This is an optimization exercise on Yosys and OpenROAD, whose aim is small area, a short achievable clock period and few clock cycles, not a production implementation. The RTL was checked by simulation tests, not by an equivalence proof against the original design.

==> v28 <==
==> flow/design.v <==
module keccak_round (
    input  [1599:0] state_in,
    input  [63:0]   rc,
    output reg [1599:0] state_out
);
    reg [63:0] a [0:24];
    reg [63:0] b [0:24];
    reg [63:0] c [0:4];
    reg [63:0] d [0:4];
    reg [63:0] t;
    integer x, y, r;
    always @(*) begin
        for (x = 0; x < 25; x = x + 1)
            a[x] = state_in[64*x +: 64];
        for (x = 0; x < 5; x = x + 1)
            c[x] = a[x] ^ a[x+5] ^ a[x+10] ^ a[x+15] ^ a[x+20];
        for (x = 0; x < 5; x = x + 1)
            d[x] = c[(x+4)%5] ^ {c[(x+1)%5][62:0], c[(x+1)%5][63]};
        for (y = 0; y < 5; y = y + 1)
            for (x = 0; x < 5; x = x + 1)
                a[x+5*y] = a[x+5*y] ^ d[x];
        for (y = 0; y < 5; y = y + 1)
            for (x = 0; x < 5; x = x + 1) begin
                case (x+5*y)
                    0:  r = 0;   1:  r = 1;   2:  r = 62;  3:  r = 28;  4:  r = 27;
                    5:  r = 36;  6:  r = 44;  7:  r = 6;   8:  r = 55;  9:  r = 20;
                    10: r = 3;   11: r = 10;  12: r = 43;  13: r = 25;  14: r = 39;
                    15: r = 41;  16: r = 45;  17: r = 15;  18: r = 21;  19: r = 8;
                    20: r = 18;  21: r = 2;   22: r = 61;  23: r = 56;  default: r = 14;
                endcase
                t = a[x+5*y];
                b[y + 5*((2*x+3*y)%5)] = (t << r) | (t >> ((64-r)%64));
            end
        for (y = 0; y < 5; y = y + 1)
            for (x = 0; x < 5; x = x + 1)
                a[x+5*y] = b[x+5*y] ^ (~b[(x+1)%5+5*y] & b[(x+2)%5+5*y]);
        a[0] = a[0] ^ rc;
        for (x = 0; x < 25; x = x + 1)
            state_out[64*x +: 64] = a[x];
    end
endmodule
module shake_core #(
    parameter integer RATE_BITS = 1344,
    parameter [7:0]   SUFFIX    = 8'h1F,
    parameter integer OUT_BITS  = 512
)(
    input               clk,
    input               reset,
    input               start,            
    input               in_valid,         
    input  [63:0]       in_data,          
    input               is_last,          
    input  [2:0]        byte_num,         
    output              ready,            
    output reg          out_valid,        
    output [OUT_BITS-1:0] out_data,       
    input               out_ready,        
    output reg          done              
);
    localparam integer RATE_WORDS = RATE_BITS / 64;
    reg        absorb;       
    reg        perm;         
    reg [4:0]  round;        
    reg [4:0]  word_cnt;     
    reg        final_perm;   
    reg        pad_pend;     
    reg [1599:0] st;
    assign ready    = absorb;
    assign out_data = st[OUT_BITS-1:0];
    wire accept    = absorb && in_valid;
    wire take      = (!absorb && !perm && !out_valid) && start;
    wire last_rnd  = (round == 5'd23);
    wire full_last = is_last && (word_cnt == RATE_WORDS-1) && (byte_num == 3'd7);
    reg [63:0] rc;
    always @(*) begin
        case (round)
            5'd0:  rc = 64'h0000000000000001;
            5'd1:  rc = 64'h0000000000008082;
            5'd2:  rc = 64'h800000000000808A;
            5'd3:  rc = 64'h8000000080008000;
            5'd4:  rc = 64'h000000000000808B;
            5'd5:  rc = 64'h0000000080000001;
            5'd6:  rc = 64'h8000000080008081;
            5'd7:  rc = 64'h8000000000008009;
            5'd8:  rc = 64'h000000000000008A;
            5'd9:  rc = 64'h0000000000000088;
            5'd10: rc = 64'h0000000080008009;
            5'd11: rc = 64'h000000008000000A;
            5'd12: rc = 64'h000000008000808B;
            5'd13: rc = 64'h800000000000008B;
            5'd14: rc = 64'h8000000000008089;
            5'd15: rc = 64'h8000000000008003;
            5'd16: rc = 64'h8000000000008002;
            5'd17: rc = 64'h8000000000000080;
            5'd18: rc = 64'h000000000000800A;
            5'd19: rc = 64'h800000008000000A;
            5'd20: rc = 64'h8000000080008081;
            5'd21: rc = 64'h8000000000008080;
            5'd22: rc = 64'h0000000080000001;
            5'd23: rc = 64'h8000000080008008;
            default: rc = 64'h0;
        endcase
        if (last_rnd && pad_pend)
            rc[7:0] = rc[7:0] ^ SUFFIX;
    end
    wire [1599:0] round_out;
    keccak_round rnd (.state_in(st), .rc(rc), .state_out(round_out));
    reg [7:0]  keep;
    reg [8:0]  sfx;
    reg [63:0] word_pad;      
    reg [63:0] next_pad;      
    integer k;
    always @(*) begin
        for (k = 0; k < 8; k = k + 1)
            keep[k] = !is_last || (byte_num >= k);
        sfx[0] = 1'b0;
        for (k = 1; k < 9; k = k + 1)
            sfx[k] = is_last && (byte_num == k - 1);
        for (k = 0; k < 8; k = k + 1)
            word_pad[8*k +: 8] = (in_data[8*k +: 8] & {8{keep[k]}})
                               | (sfx[k] ? SUFFIX : 8'h00);
        next_pad = {56'd0, sfx[8] ? SUFFIX : 8'h00};
    end
    reg [RATE_BITS-1:0] absorb_vec;
    integer i;
    always @(*) begin
        absorb_vec = {RATE_BITS{1'b0}};
        if (accept) begin
            for (i = 0; i < RATE_WORDS; i = i + 1) begin
                if (word_cnt == i)
                    absorb_vec[64*i +: 64] = word_pad;
                if (i > 0 && word_cnt == i - 1)
                    absorb_vec[64*i +: 64] = absorb_vec[64*i +: 64] ^ next_pad;
            end
            if (is_last && !full_last)
                absorb_vec[RATE_BITS-1] = absorb_vec[RATE_BITS-1] ^ 1'b1;
        end
    end
    always @(posedge clk) begin
        if (perm) begin
            st <= round_out;
            if (last_rnd && pad_pend)
                st[RATE_BITS-1] <= ~round_out[RATE_BITS-1];
        end else if (take)
            st <= 1600'd0;
        else
            st[RATE_BITS-1:0] <= st[RATE_BITS-1:0] ^ absorb_vec;
    end
    always @(posedge clk or posedge reset) begin
        if (reset) begin
            absorb     <= 1'b0;
            perm       <= 1'b0;
            round      <= 5'd0;
            word_cnt   <= 5'd0;
            final_perm <= 1'b0;
            pad_pend   <= 1'b0;
            out_valid  <= 1'b0;
            done       <= 1'b0;
        end else begin
            if (take) begin
                absorb     <= 1'b1;
                done       <= 1'b0;
                word_cnt   <= 5'd0;
                final_perm <= 1'b0;
                pad_pend   <= 1'b0;
            end
            if (accept) begin
                word_cnt <= (word_cnt == RATE_WORDS-1) ? 5'd0 : word_cnt + 1'b1;
                if (is_last || word_cnt == RATE_WORDS-1) begin
                    absorb <= 1'b0;
                    perm   <= 1'b1;
                    round  <= 5'd0;
                end
                if (is_last) begin
                    if (full_last) pad_pend   <= 1'b1;
                    else           final_perm <= 1'b1;
                end
            end
            if (perm) begin
                round <= round + 1'b1;
                if (last_rnd) begin
                    round <= 5'd0;
                    if (pad_pend) begin
                        pad_pend   <= 1'b0;
                        final_perm <= 1'b1;
                    end else begin
                        perm <= 1'b0;
                        if (final_perm) out_valid <= 1'b1;
                        else            absorb    <= 1'b1;
                    end
                end
            end
            if (out_valid && out_ready) begin
                out_valid <= 1'b0;
                done      <= 1'b1;
            end
        end
    end
endmodule
==> flow/run.sh <==
#!/bin/bash
# synth_recipe.tcl (not shown) runs the flow's synth.tcl, then flattens the netlist and writes it again
# the make line also repeats each setting of config.mk as NAME=value (left out here)
make -C /OpenROAD-flow-scripts/flow DESIGN_CONFIG=/design/flow/config.mk WORK_HOME=/design/flow/orfs CLKGATE_MAP_FILE= SYNTH_SCRIPT=/design/flow/synth_recipe.tcl finish
==> flow/config.mk <==
export PLATFORM = sky130hd
export DESIGN_NAME = shake_core
export DESIGN_NICKNAME = shake_core
export VERILOG_FILES = /design/flow/design.v
export SDC_FILE = /design/flow/constraint.sdc
export NUM_CORES = 4
export LEC_CHECK = 0
export CAP_MARGIN = 20
export CORE_MARGIN = 2
export CORE_UTILIZATION = 40
export PLACE_DENSITY = 0.6
export SETUP_SLACK_MARGIN = 4
export SLEW_MARGIN = 20
==> flow/constraint.sdc <==
create_clock -name core_clock -period 7.0 [get_ports {clk}]
set_input_delay 1.4000 -clock core_clock [delete_from_list [all_inputs] [get_ports {clk}]]
set_output_delay 1.4000 -clock core_clock [all_outputs]
set_load 0.01 [all_outputs]
==> v16 (differences from v28) <==
--- a/flow/design.v
+++ b/flow/design.v
@@ -105,21 +105,19 @@
     end
     wire [1599:0] round_out;
     keccak_round rnd (.state_in(st), .rc(rc), .state_out(round_out));
-    reg [7:0]  keep;
-    reg [8:0]  sfx;
     reg [63:0] word_pad;      
     reg [63:0] next_pad;      
     integer k;
     always @(*) begin
-        for (k = 0; k < 8; k = k + 1)
-            keep[k] = !is_last || (byte_num >= k);
-        sfx[0] = 1'b0;
-        for (k = 1; k < 9; k = k + 1)
-            sfx[k] = is_last && (byte_num == k - 1);
-        for (k = 0; k < 8; k = k + 1)
-            word_pad[8*k +: 8] = (in_data[8*k +: 8] & {8{keep[k]}})
-                               | (sfx[k] ? SUFFIX : 8'h00);
-        next_pad = {56'd0, sfx[8] ? SUFFIX : 8'h00};
+        for (k = 0; k < 8; k = k + 1) begin
+            if (!is_last || k <= byte_num)
+                word_pad[8*k +: 8] = in_data[8*k +: 8];
+            else if (k == byte_num + 1)
+                word_pad[8*k +: 8] = SUFFIX;
+            else
+                word_pad[8*k +: 8] = 8'h00;
+        end
+        next_pad = {56'd0, (is_last && byte_num == 3'd7) ? SUFFIX : 8'h00};
     end
     reg [RATE_BITS-1:0] absorb_vec;
     integer i;
- SETUP_SLACK_MARGIN: 4 -> not set
==> notes <==
- In v28 the utilization is higher than in v16, by 4.5 points.
- Non-clock buffer count: v28 is higher than v16 (1313).
- Between v28 and v16, the lower global-route usage is in v16 (gap 9.0 points).
Testbench counts of v28, summed over its fixed seeds: cycles 5,645.
Testbench counts of v16, summed over its fixed seeds: cycles 5,645.

[port drivers added, routing unchanged]
In the flow no input, the clock included, has a driving cell. The finished layouts below were timed again as built, in two steps.
Step 1 assumes that a clkbuf_16 drives the clock port and a buf_2 every other input.
Step 2 times the ports against the registers' clock, not the clock port: input delays grow and output delays shrink by t, the midpoint of the rising clock arrivals with the driver on.
Three values: ideal ports, drivers, drivers and shift; two values: the first two.
| run | t, ns | slack for setup (ns) | clock arrival spread, ns |
|---|---|---|---|
| v28 | 1.158 | 3.788 / 3.771 / 2.874 | 0.061 / 0.062 |
| v16 | 1.143 | 2.171 / 2.271 / 1.128 | 0.062 / 0.061 |
After both steps setup and hold are still met in every run listed. For v16, which loses most, drivers alone change the setup slack by +0.100 ns; drivers and shift together by -1.043 ns.
